What follows belongs to an exercise in optimizing a design on an open flow for small area, a short achievable clock period and few clock cycles per item; a production flow would make more cautious choices. Power is estimated from default activity; no workload was simulated.

==> v2 <==
==> flow/design.v <==
module execution_unit_top (
    input        clk,
    input        rst,
    input        start,
    input  [3:0] opcode,
    input  [7:0] A,
    input  [7:0] B,
    output reg [15:0] result,
    output reg        busy,
    output reg        done
);
    reg  [7:0] X;        
    reg        aux;      
    reg        isdiv;    
    reg  [1:0] cnt;      
    function [7:0] cneg(input [7:0] x, input s);
        integer i;
        reg     nz;
        begin
            nz = 1'b0;
            for (i = 0; i < 8; i = i + 1) begin
                cneg[i] = x[i] ^ (s & nz);
                nz      = nz | x[i];
            end
        end
    endfunction
    function [15:0] booth_step(input [7:0] acc, input [7:0] q, input qm,
                               input [7:0] m);
        reg        one, two, neg;
        reg [9:0]  pp;
        reg [10:0] sum;
        begin
            one = q[0] ^ qm;
            two = (q[1] & ~q[0] & ~qm) | (~q[1] & q[0] & qm);
            neg = q[1] & ~(q[0] & qm);
            pp  = two ? {m[7], m, 1'b0} : one ? {{2{m[7]}}, m} : 10'd0;
            pp  = pp ^ {10{neg}};
            sum = {{2{acc[7]}}, acc, 1'b1} + {pp, neg};
            booth_step = {sum[10:1], q[7:2]};
        end
    endfunction
    function [15:0] div_step(input [7:0] r, input [7:0] q, input [7:0] d);
        reg [7:0] sh;
        reg [8:0] t;
        begin
            sh = {r[6:0], q[7]};
            t  = {1'b0, sh} - {1'b0, d};
            div_step = {t[8] ? sh : t[7:0], q[6:0], ~t[8]};
        end
    endfunction
    reg [7:0] alu;
    wire [8:0] addsub = {A, 1'b1} + {B ^ {8{opcode[0]}}, opcode[0]};
    always @(*) begin
        case (opcode[2:0])
            3'd0, 3'd1: alu = addsub[8:1];
            3'd2:       alu = A & B;
            3'd3:       alu = A | B;
            3'd4:       alu = A ^ B;
            3'd5:       alu = ~A;
            default:    alu = 8'd0;
        endcase
    end
    wire [15:0] mul0 = booth_step(8'd0, B, 1'b0, A);
    wire [7:0] ma  = cneg(A, A[7]);
    wire [7:0] mb  = cneg(B, B[7]);
    wire       big = |mb[7:2];
    wire       q7  = ~big & ~mb[1] & (ma[7] | ~mb[0]);
    wire       r7  = ma[7] & ~(q7 & mb[0]);
    wire [1:0] sh6 = {r7, ma[6]};
    wire       q6  = ~big & (sh6 >= mb[1:0]);
    wire [1:0] r6  = q6 ? sh6 - mb[1:0] : sh6;
    wire [15:0] div0 = {6'd0, r6, ma[5:0], q7, q6};
    wire [15:0] muln = booth_step(result[15:8], result[7:0], aux, X);
    wire [15:0] diva = div_step(result[15:8], result[7:0], X);
    wire [15:0] divn = div_step(diva[15:8], diva[7:0], X);
    wire [7:0]  quo  = cneg(divn[7:0], aux);
    wire        last = cnt[1];
    always @(posedge clk) begin
        if (busy) begin
            cnt <= cnt + 2'd1;
            if (!isdiv) begin
                result <= muln;
                aux    <= result[1];
            end else if (last) begin
                result <= {8'h00, quo};
            end else begin
                result <= divn;
            end
        end else begin
            cnt   <= 2'd0;
            isdiv <= opcode[0];
            if (!opcode[3]) begin
                result <= {8'h00, alu};
            end else if (!opcode[0]) begin
                result <= mul0;
                X      <= A;
                aux    <= B[1];
            end else begin
                result <= div0;
                X      <= mb;
                aux    <= A[7] ^ B[7];
            end
        end
    end
    always @(posedge clk) begin
        if (rst) begin
            busy <= 1'b0;
            done <= 1'b0;
        end else if (busy) begin
            busy <= ~last;
            done <= last;
        end else begin
            busy <= start & opcode[3];
            done <= start & ~opcode[3];
        end
    end
endmodule
==> flow/run.sh <==
#!/bin/bash
# synth_recipe.tcl (not shown) runs the flow's synth.tcl, then flattens the netlist and writes it again
# the make line also repeats each setting of config.mk as NAME=value (left out here)
make -C /OpenROAD-flow-scripts/flow DESIGN_CONFIG=/design/flow/config.mk WORK_HOME=/design/flow/orfs CLKGATE_MAP_FILE= SYNTH_SCRIPT=/design/flow/synth_recipe.tcl finish
==> flow/config.mk <==
export PLATFORM = sky130hd
export DESIGN_NAME = execution_unit_top
export DESIGN_NICKNAME = execution_unit_top
export VERILOG_FILES = /design/flow/design.v
export SDC_FILE = /design/flow/constraint.sdc
export NUM_CORES = 4
export LEC_CHECK = 0
export ABC_AREA = 1
export CAP_MARGIN = 20
export CORE_MARGIN = 2
export CORE_UTILIZATION = 40
export SETUP_SLACK_MARGIN = 2.5
export SLEW_MARGIN = 20
==> flow/constraint.sdc <==
create_clock -name core_clock -period 6.0 [get_ports {clk}]
set_input_delay 1.2000 -clock core_clock [delete_from_list [all_inputs] [get_ports {clk}]]
set_output_delay 1.2000 -clock core_clock [all_outputs]
set_load 0.01 [all_outputs]
==> v30: changes against v2 <==
--- a/flow/config.mk
+++ b/flow/config.mk
@@ -7,3 +7,2 @@
 export LEC_CHECK = 0
-export ABC_AREA = 1
 export CAP_MARGIN = 20
@@ -11,3 +10,2 @@
 export CORE_UTILIZATION = 40
-export SETUP_SLACK_MARGIN = 2.5
 export SLEW_MARGIN = 20
==> v7: changes against v2 <==
==> flow/design.v (replaced) <==
module execution_unit_top (
    input        clk,
    input        rst,
    input        start,
    input  [3:0] opcode,
    input  [7:0] A,
    input  [7:0] B,
    output reg [15:0] result,
    output reg        busy,
    output reg        done
);
    reg  [7:0] X;        
    reg        aux;      
    reg        isdiv;    
    reg  [2:0] cnt;      
    function [9:0] cneg(input [9:0] x, input s);
        integer i;
        reg     nz;
        begin
            nz = 1'b0;
            for (i = 0; i < 10; i = i + 1) begin
                cneg[i] = x[i] ^ (s & nz);
                nz      = nz | x[i];
            end
        end
    endfunction
    reg [7:0] alu;
    wire [8:0] addsub = {A, 1'b1} + {B ^ {8{opcode[0]}}, opcode[0]};
    always @(*) begin
        case (opcode[2:0])
            3'd0, 3'd1: alu = addsub[8:1];
            3'd2:       alu = A & B;
            3'd3:       alu = A | B;
            3'd4:       alu = A ^ B;
            3'd5:       alu = ~A;
            default:    alu = 8'd0;
        endcase
    end
    wire [9:0]  mv   = B[0] ? {{2{A[7]}}, A} : B[1] ? {A[7], A, 1'b0} : 10'd0;
    wire [9:0]  mp   = cneg(mv, B[1]);
    wire [15:0] mul0 = {mp, B[7:2]};
    wire [7:0] ma  = cneg({2'b00, A}, A[7]);
    wire [7:0] mb  = cneg({2'b00, B}, B[7]);
    wire       q7  = ~|mb[7:1] & (ma[7] | ~mb[0]);
    wire       r7  = ma[7] & ~(q7 & mb[0]);
    wire [1:0] s6  = {r7, ma[6]};
    wire [2:0] t6  = {1'b0, s6} - {1'b0, mb[1:0]};
    wire       q6  = ~|mb[7:2] & ~t6[2];
    wire [1:0] r6  = q6 ? t6[1:0] : s6;
    wire [15:0] div0 = {6'd0, r6, ma[5:0], q7, q6};
    wire       rneg = result[15];
    wire       one  = isdiv | (result[0] ^ aux);
    wire       two  = ~isdiv & ((result[1] & ~result[0] & ~aux) |
                                (~result[1] & result[0] & aux));
    wire       neg  = isdiv ? ~rneg : (result[1] & ~(result[0] & aux));
    wire       xs   = X[7] & ~isdiv;
    wire [9:0] pp   = (two ? {X[7], X, 1'b0} : one ? {xs, xs, X} : 10'd0)
                      ^ {10{neg}};
    wire [9:0] op1  = isdiv ? {rneg, result[15:8], result[7]}
                            : {{2{rneg}}, result[15:8]};
    wire [10:0] sum = {op1, 1'b1} + {pp, neg};
    wire [9:0]  s   = sum[10:1];
    wire        qb  = ~s[7] | ~|X;
    wire [7:0]  quo = cneg({2'b00, result[6:0], qb}, aux);
    wire        last = isdiv ? (cnt == 3'd5) : (cnt == 3'd2);
    always @(posedge clk) begin
        if (busy) begin
            cnt <= cnt + 3'd1;
            if (!isdiv) begin
                result <= {s, result[7:2]};
                aux    <= result[1];
            end else if (last) begin
                result <= {8'h00, quo};
            end else begin
                result <= {s[7:0], result[6:0], qb};
            end
        end else begin
            cnt   <= 3'd0;
            isdiv <= opcode[0];
            if (!opcode[3]) begin
                result <= {8'h00, alu};
            end else if (!opcode[0]) begin
                result <= mul0;
                X      <= A;
                aux    <= B[1];
            end else begin
                result <= div0;
                X      <= mb;
                aux    <= A[7] ^ B[7];
            end
        end
    end
    always @(posedge clk) begin
        if (rst) begin
            busy <= 1'b0;
            done <= 1'b0;
        end else if (busy) begin
            busy <= ~last;
            done <= last;
        end else begin
            busy <= start & opcode[3];
            done <= start & ~opcode[3];
        end
    end
endmodule
--- a/flow/config.mk
+++ b/flow/config.mk
@@ -11,3 +11,3 @@
 export CORE_UTILIZATION = 40
-export SETUP_SLACK_MARGIN = 2.5
+export SETUP_SLACK_MARGIN = 3.0
 export SLEW_MARGIN = 20
==> comparison table <==
| metric | v2 | v7 | v30 |
|---|---|---|---|
| Result of the run | finished clean | finished clean | finished clean |
| Critical Path AT | 3.60 ns | 3.35 ns | 4.47 ns |
| Signed area change from the synthesized netlist to the final layout | 21.9% | 34.2% | 12.7% |
| Met2 Usage GRT | 40.4% | 40.4% | 37.2% |
| Number of non-clock buffers | 72 | 89 | 44 |
| Non-Clock Inverter Count | 95 | 68 | 39 |
| Total internal power | 0.000768 W | 0.000687 W | 0.000785 W |
| Final worst-path setup slack | 2.56 ns | 2.83 ns | 1.70 ns |
| Sequential Power | 0.000276 W | 0.000290 W | 0.000283 W |
| Library cell with the highest instance count after synthesis | nand2_1 | nand2_1 | ha_1 |
| DRT met1 WL | 6790 microns | 5480 microns | 6830 microns |
| Number of clock-tree buffers in the layout | 5 | 7 | 7 |
| Setup repair after global routing missed its margin | true | true | false |
| Multi-input gate share of the layout cell area | 64.1% | 58.1% | 69.8% |
| Post-cts sizing count | 44 | 122 | 0 |
| Cell row count | 39 | 35 | 39 |
| Multiplexer share of the synthesized area | 0% | 0% | 4.88% |
| Final Total Pwr | 0.00145 W | 0.00128 W | 0.00136 W |
| Clock group share of total power | 16.3% | 13.3% | 21.1% |
No run of this note included a check of the RTL's function; only the layout flow was run.

afterwards: timing with drivers on the ports:
Ports are ideal in the flow. The routed layouts listed here were re-timed in OpenROAD.
Step 1 assumes that a clkbuf_16 drives the clock port and a buf_2 every other input.
Step 2 times the ports against the registers' clock, not the clock port: input delays grow and output delays shrink by t, the midpoint of the rising clock arrivals with the driver on.
Slacks: ideal / step 1 / step 2; pairs: ideal / step 1.
run | t, ns | setup slack, ns | latest minus earliest clock arrival (ns)
v2 | 0.306 | 2.563 / 2.563 / 2.359 | 0.005 / 0.005
v30 | 0.316 | 1.695 / 1.695 / 1.473 | 0.005 / 0.005
v7 | 0.312 | 2.829 / 2.829 / 2.606 | 0.015 / 0.015
After both steps every run listed still meets setup and hold. For v7, which loses most, drivers alone change the setup slack by 0.000 ns; drivers and shift together by -0.223 ns.
